From an optimization exercise on the open Yosys and OpenROAD flow, aimed at small area, a short achievable clock period and few clock cycles; shortcuts taken in it are not production practice. The RTL was checked by simulation tests, not by an equivalence proof against the original design.

File: design/flow/design.v
`timescale 1ns / 1ps
module steganography (
    input         sys_clk,
    input         reset,
    input         start,
    input         mode,
    input  [31:0] message_size,
    output        done,
    output [31:0] image_addra,
    input  [31:0] image_rddataa,
    output [31:0] secret_addra,
    input  [31:0] secret_rddataa,
    output [31:0] image_wrdatab,
    output [3:0]  image_web,
    output [31:0] image_addrb,
    output [31:0] secret_wrdatab,
    output [3:0]  secret_web,
    output [31:0] secret_addrb
);
    function [4:0] r27;
        input [7:0] b;
        input       cl;
        reg   [7:0] c;
        begin
            c = b;
            if (cl && b == 8'd0)   c = 8'd1;
            if (cl && b == 8'd255) c = 8'd254;
            r27 = c % 27;
        end
    endfunction
    function [4:0] wsum;
        input [4:0] x;
        input [4:0] y;
        input [4:0] z;
        reg   [3:0] y9;
        reg   [1:0] z3;
        reg   [6:0] t;
        begin
            y9 = y % 9;
            z3 = z % 3;
            t = x + 3 * y9 + 9 * z3;
            if (t >= 7'd54)      wsum = t - 7'd54;
            else if (t >= 7'd27) wsum = t - 7'd27;
            else                 wsum = t[4:0];
        end
    endfunction
    function [5:0] trits;
        input [3:0] n;
        input [4:0] f;
        reg   [5:0] d;
        reg   [4:0] s;
        begin
            d = {2'b00, n} - {1'b0, f};
            s = d[5] ? d[4:0] + 5'd27 : d[4:0];
            case (s)
                5'd0:  trits = 6'b00_00_00;
                5'd1:  trits = 6'b00_00_01;
                5'd2:  trits = 6'b00_01_10;
                5'd3:  trits = 6'b00_01_00;
                5'd4:  trits = 6'b00_01_01;
                5'd5:  trits = 6'b01_10_10;
                5'd6:  trits = 6'b01_10_00;
                5'd7:  trits = 6'b01_10_01;
                5'd8:  trits = 6'b01_00_10;
                5'd9:  trits = 6'b01_00_00;
                5'd10: trits = 6'b01_00_01;
                5'd11: trits = 6'b01_01_10;
                5'd12: trits = 6'b01_01_00;
                5'd13: trits = 6'b01_01_01;
                5'd14: trits = 6'b10_10_10;
                5'd15: trits = 6'b10_10_00;
                5'd16: trits = 6'b10_10_01;
                5'd17: trits = 6'b10_00_10;
                5'd18: trits = 6'b10_00_00;
                5'd19: trits = 6'b10_00_01;
                5'd20: trits = 6'b10_01_10;
                5'd21: trits = 6'b10_01_00;
                5'd22: trits = 6'b10_01_01;
                5'd23: trits = 6'b00_10_10;
                5'd24: trits = 6'b00_10_00;
                5'd25: trits = 6'b00_10_01;
                default: trits = 6'b00_00_10;
            endcase
        end
    endfunction
    function [7:0] adj;
        input [7:0] b;
        input [1:0] t;
        reg   [7:0] c;
        begin
            c = b;
            if (b == 8'd0)   c = 8'd1;
            if (b == 8'd255) c = 8'd254;
            if (t[0])      adj = c + 8'd1;
            else if (t[1]) adj = c - 8'd1;
            else           adj = c;
        end
    endfunction
    reg        started;
    reg        v1, v2, pv;         
    reg        wvi, wvs;           
    reg        done_r;
    reg [16:0] ra;                 
    reg [15:0] K;                  
    reg [16:0] wa;                 
    reg [2:0]  p1;                 
    reg [2:0]  p2;                 
    wire hit = (K == message_size[15:0]);    
    always @(posedge sys_clk) begin
        if (reset) begin
            started <= 1'b0;
            v1      <= 1'b0;
            v2      <= 1'b0;
            pv      <= 1'b0;
            wvi     <= 1'b0;
            wvs     <= 1'b0;
            done_r  <= 1'b0;
            ra      <= 17'd0;
            K       <= 16'd0;
            wa      <= 17'd0;
            p1      <= 3'd5;
        end else begin
            if (!started) begin
                if (start) begin
                    started <= 1'b1;
                    v1      <= 1'b1;
                    ra      <= 17'd1;
                    p1      <= 3'd0;
                end
            end else begin
                ra <= ra + 17'd1;
                if (p1 != 3'd2 && p1 != 3'd5)
                    K <= K + 16'd1;
                p1 <= (p1 == 3'd5) ? 3'd0 : p1 + 3'd1;
                if (hit)
                    v1 <= 1'b0;
            end
            v2  <= v1;
            pv  <= v2;
            wvi <= ~mode & pv;
            wvs <= mode & v2 & ((p2 == 3'd5) | ~v1);
            if (wvi | wvs)
                wa <= wa + 17'd1;
            if ((wvi & ~pv) | (wvs & ~v2))
                done_r <= 1'b1;
        end
    end
    always @(posedge sys_clk)
        p2 <= p1;
    reg [31:0] d1;
    reg [4:0]  r0, r1, r2, r3;
    reg [3:0]  nA, nB;
    always @(posedge sys_clk) begin
        d1 <= image_rddataa;
        r0 <= r27(image_rddataa[7:0],   ~mode);
        r1 <= r27(image_rddataa[15:8],  ~mode);
        r2 <= r27(image_rddataa[23:16], ~mode);
        r3 <= r27(image_rddataa[31:24], ~mode);
        case (p1)
            3'd0:    nA <= secret_rddataa[7:4];
            3'd1:    nA <= secret_rddataa[3:0];
            3'd2:    nA <= secret_rddataa[15:12];
            3'd3:    nA <= secret_rddataa[23:20];
            3'd4:    nA <= secret_rddataa[19:16];
            default: nA <= secret_rddataa[31:28];
        endcase
        nB <= (p1 == 3'd2) ? secret_rddataa[11:8] : secret_rddataa[27:24];
    end
    wire ph0 = (p2 == 3'd0) | (p2 == 3'd3);
    wire ph1 = (p2 == 3'd1) | (p2 == 3'd4);
    wire ph2 = (p2 == 3'd2) | (p2 == 3'd5);
    reg  [4:0] carry;              
    wire [4:0] fA = ph0 ? wsum(r0, r1, r2) :
                    ph1 ? wsum(carry, r0, r1) :
                          wsum(carry, 5'd0, r0);
    wire [4:0] fB = wsum(r1, r2, r3);
    wire [5:0] tA = trits(nA, fA);
    wire [5:0] tB = trits(nB, fB);
    reg [31:0] pw;                 
    reg [7:0]  pt;                 
    wire [1:0] q0 = pt[1:0];
    wire [1:0] q1 = pt[3:2];
    wire [1:0] q2 = ph2 ? tA[1:0] : pt[5:4];
    wire [1:0] q3 = ph1 ? tA[1:0] : ph2 ? tA[3:2] : pt[7:6];
    wire       zhi = ~v2 & ph2;    
    wire [31:0] emb = {zhi ? 8'd0 : adj(pw[31:24], q3),
                       zhi ? 8'd0 : adj(pw[23:16], q2),
                       adj(pw[15:8], q1),
                       adj(pw[7:0],  q0)};
    reg [31:0] wrdata;
    always @(posedge sys_clk) begin
        carry <= ph0 ? r3 : wsum(r2, r3, 5'd0);
        pw <= d1;
        pt[1:0] <= ph0 ? tA[1:0] : ph1 ? tA[3:2] : tA[5:4];
        pt[3:2] <= ph0 ? tA[3:2] : ph1 ? tA[5:4] : tB[1:0];
        pt[5:4] <= ph0 ? tA[5:4] : tB[3:2];
        pt[7:6] <= tB[5:4];
        if (!mode)
            wrdata <= emb;
        else if (v2) begin
            case (p2)
                3'd0: wrdata <= {24'd0, fA[3:0], 4'd0};
                3'd1: wrdata[3:0] <= fA[3:0];
                3'd2: begin
                    wrdata[15:12] <= fA[3:0];
                    wrdata[11:8]  <= fB[3:0];
                end
                3'd3: wrdata[23:20] <= fA[3:0];
                3'd4: wrdata[19:16] <= fA[3:0];
                default: begin
                    wrdata[31:28] <= fA[3:0];
                    wrdata[27:24] <= fB[3:0];
                end
            endcase
        end
    end
    assign done           = done_r;
    assign image_addra    = {13'd0, ra, 2'b00};
    assign secret_addra   = {14'd0, K[15:2], 2'b00};
    assign image_addrb    = {13'd0, wa, 2'b00};
    assign secret_addrb   = {13'd0, wa, 2'b00};
    assign image_wrdatab  = wrdata;
    assign secret_wrdatab = wrdata;
    assign image_web      = {4{wvi}};
    assign secret_web     = {4{wvs}};
endmodule
File: design/flow/run.sh
#!/bin/bash
# synth_recipe.tcl (not shown) runs the flow's synth.tcl, then flattens the netlist and writes it again
# the make line also repeats each setting of config.mk as NAME=value (left out here)
make -C /OpenROAD-flow-scripts/flow DESIGN_CONFIG=/design/flow/config.mk WORK_HOME=/design/flow/orfs CLKGATE_MAP_FILE= SYNTH_SCRIPT=/design/flow/synth_recipe.tcl finish
File: design/flow/config.mk
export PLATFORM = sky130hd
export DESIGN_NAME = steganography
export DESIGN_NICKNAME = steganography
export VERILOG_FILES = /design/flow/design.v
export SDC_FILE = /design/flow/constraint.sdc
export NUM_CORES = 4
export LEC_CHECK = 0
export CAP_MARGIN = 20
export CORE_MARGIN = 2
export CORE_UTILIZATION = 40
export SLEW_MARGIN = 20
File: design/flow/constraint.sdc
create_clock -name core_clock -period 16.0 [get_ports {sys_clk}]
set_input_delay 3.2000 -clock core_clock [delete_from_list [all_inputs] [get_ports {sys_clk}]]
set_output_delay 3.2000 -clock core_clock [all_outputs]
set_load 0.01 [all_outputs]
==> summary.txt <==
Setup path
  • CP startpoint: r1[1]$_DFF_P_
  • RR Startpoint: r1[1]$_DFF_P_
  • Slowest stage delay, CP: roughly 0.6 ns
  • CP dominant cell by count: inv_1
  • Worst Setup Path Type: reg2reg
  • Crit path arrival time: between 10 and 15 ns
  • CP max-delay cell: o311ai_0
  • Crit end category: flip-flop
  • Critical-path maximum fanout: 10
  • CP Launch Type: flip-flop
  • Worst EP required: ~16 ns

Run status
  • Status: finished clean

Die
  • Die area: ~49000 sq um
  • Die height: 220.4 um
  • Core area: 46360 sq um
  • Initial Util: 0.4041
  • Num ports: about 300
  • Chip Width: 220.4 um
  • Core Rows: 79

Hold path
  • Hold Crit Class: reg2reg
  • Hold Crit Start: d1[22]$_DFF_P_

Route
  • # DRC: 0
  • Drt total wl: roughly 48000 um
  • Vias: roughly 16000
  • WL/cell: around 16 um
  • Initial DRC Count: about 840
  • DRT antenna net count: 0
  • Drt first pass iters: 7
  • Routed vias/inst: around 5.4

Logic synthesis
  • Mapped Area: around 19000 sq um
  • Synth Register Bits: 200
  • Cell count after synthesis: 2316
  • Yosys Warn Count: 1
  • Sequential share of the synthesized area: 0.2308
  • Ys async rst share: 0
  • Avg Inst Size Synth: just over 8 sq um
  • Most used DFF post-synth: dfxtp_1
  • Number of synthesized flops with an enable pin: 32
  • Distinct cells, synth: approximately 120

Clock tree
  • Post-CTS Hold Fix Bufs: 0
  • TritonCTS Buffers: 17
  • H-tree Lvls: 4
  • TritonCTS Sinks: 200
  • CTS tree: yes
  • CTS root buf: clkbuf_16
  • Reg clk slew, reported paths: 0.08 ns
  • Clock latency (worst-skew pair): 0.45 ns
  • Worst-case clock buffer depth: 2
  • # Post-CTS Setup Buffers: 0
  • Cts repair resizes: 0

Cells and area
  • Commonest non-fill, non-tap cell in the layout: clkdlybuf4s50_1
  • Proportion of layout cells with a drive suffix above 1: 0.05775
  • Area Overhead vs Synth: 12.85%
  • Nets: about 2700
  • Filler cell count: 4526
  • Fin area: roughly 21000 sq um
  • Diode count: 0
  • Highest-count cells in the layout ignoring fill and taps: clkdlybuf4s50_1 (219), nor2_1 (185), nand2_1 (182), dfxtp_1 (168), ha_1 (166)
  • Final Util: 0.4560

Global route
  • GRT Resource Usage Total: 0.1909
  • Pin count of the biggest net entering global routing: 60
  • First-pass GRT wire length: 75760 um
  • Antenna violations before repair: 0
  • Number of global-route vias before repair: around 15000
  • Gr ovfl total: 0

STA
  • Worst slew margin: 0.3057
  • RSZ-0062 raised after global routing: false
  • Final Cycle Share: 0.7796
  • Setup TNS: 0 ns
  • Pins Over Slew Limit: 0
  • Post-layout min period: ~12 ns
  • FMAX: ~0.080 GHz
  • Worst-Margin Slew: between 1 and 1.5 ns
  • Hold Vio Cnt, Final: 0
  • Finish-stage setup viols: 0
  • Final worst setup slack: roughly 3.5 ns
  • Final Skew: around 0.0086 ns

Placed design
  • # port buffers: approximately 220
  • Placement Setup Slack: between 3 and 4 ns
  • DP Area: 20550 sq um
  • Final GP Congestion: slightly below 0.9
  • Detailed placement HPWL: between 30000 and 40000 um

Flow run
  • MaxCap Viol Count: 0
==> logic make-up (layout without fill, tap and decap cells) <==
kind of cell / count (synthesis) / after routing / synth area share
simple gates: 734 / 734 / 0.1972
compound gates: 583 / 583 / 0.2099
buf+inv: 374 / 403 / 0.1055
flops: 200 / 200 / 0.2308
fa+ha+maj: 194 / 194 / 0.1403
xor+xnor: 165 / 165 / 0.07835
mux: 65 / 65 / 0.03780
other cells: 1 / 63 / 0.0002002
==> through the flow <==
stage | hold WS [ns] | std cells
floorplan | 0.3096 | 2378
finish | 0.3256 | 3014
global placement | 0.3116 | 2982
detailed placement | 0.3121 | 2982
CTS | 0.3257 | 3014
global route | 0.3323 | 3014
==> synth_stat cells (all sizes together), types with 13 or more instances <==
cell type | n | area, sq um
nor2 | 186 | 700.7
nand2 | 183 | 689.4
dfxtp | 168 | 3363
ha | 166 | 2077
o21ai | 150 | 758.2
a21oi | 147 | 747.0
buf | 144 | 1077
inv | 140 | 525.5
xnor2 | 115 | 1015
clkbuf | 88 | 360.4
nand3 | 72 | 365.3
nor3 | 56 | 290.3
xor2 | 50 | 452.9
o22ai | 36 | 225.2
mux2i | 35 | 362.8
edfxtp | 32 | 960.9
mux2 | 30 | 345.3
nand2b | 30 | 187.7
nand4 | 29 | 181.4
or3 | 28 | 185.2
fa | 27 | 540.5
a21o | 25 | 190.2
a31oi | 24 | 180.2
nor2b | 23 | 143.9
a211oi | 19 | 172.7
o211ai | 19 | 142.6
nor3b | 18 | 151.4
o31ai | 18 | 135.1
and3 | 16 | 100.1
o21a | 16 | 127.6
nor4 | 15 | 100.1
and2 | 14 | 90.09
or2 | 14 | 87.59
nand3b | 13 | 97.59
==> path summary, 6_finish.rpt <==
path                                to  slack [ns]  cells after the start
hold reg to reg         pw[22]$_DFF_P_        0.33                      0
setup / recovery  wrdata[25]$_DFFE_PP_        3.53                     44
setup reg to reg  wrdata[25]$_DFFE_PP_        3.53                     44
hold / removal          pw[22]$_DFF_P_        0.33                      0
==> per-layer routing <==
layer  part of all wire  wire length [um]  track usage  up-vias
met5                  0                 0            0        -
met4              0.014               660      0.04653        0
met3              0.047              2262      0.03258       32
met2               0.48             22960       0.3305      333
met1               0.46             21800       0.2462     7777
li1                   -                 -            -     8214
==> state kept, by name, summed over array words and instances, names as in the netlist, 3 cells and up <==
signal,cells
p1,3
r0,5
ra,17
wrdata,32
r2,5
r3,5
nA,4
K,16
nB,4
p2,3
wa,17
r1,5
carry,5
d1,32
pt,8
pw,32
==> worst max-delay path, delay by kind of cell (launching register included) <==
kind,cells,cell delay [ns]
xor gates and xnor gates,1,0.16
and+or+nand+nor,5,1.36
muxes,3,1.02
adders and majority gates,9,3.28
AOI/OAI and AO/OA,18,4.78
DFF,1,0.54
buffers and inverters,8,1.02
==> cell type report <==
class	count	area, sq um	area share
Multi-Input combinational cell	1804	12680	0.5997
Sequential cell	200	4324	0.2045
Timing Repair Buffer	230	2272	0.1075
Tap cell	607	759.5	0.03593
Inverter	141	529.3	0.02504
Clock buffer	23	499.2	0.02362
Clock inverter	9	78.83	0.003729
Testbench counts, summed over its fixed seeds: cycles 9,243.

-- afterwards: timing with drivers on the ports --
The results above use ideal ports. As a check the final layout listed here was re-extracted and re-timed, cells and wires unchanged. Step 1: set_driving_cell puts a clkbuf_16 on sys_clk and a buf_2 on each other input, an assumption about the parent block. Step 2, shift: input delay + t, output delay - t, t = (earliest + latest rising clock arrival at the registers) / 2. This alone moves slack from input paths to output paths. a / b / c = ideal / step 1 / step 2; a / b = the first two.
t, ns: 0.498
setup slack, ns: 3.527 / 3.527 / 3.527
worst setup path at the end: register to register
clock arrival spread, ns: 0.011 / 0.011
cell pins on the clock port's net: 1
After both steps setup and hold are still met in this run. The setup slack of this run moves by 0.000 ns with the drivers and by 0.000 ns with both steps.
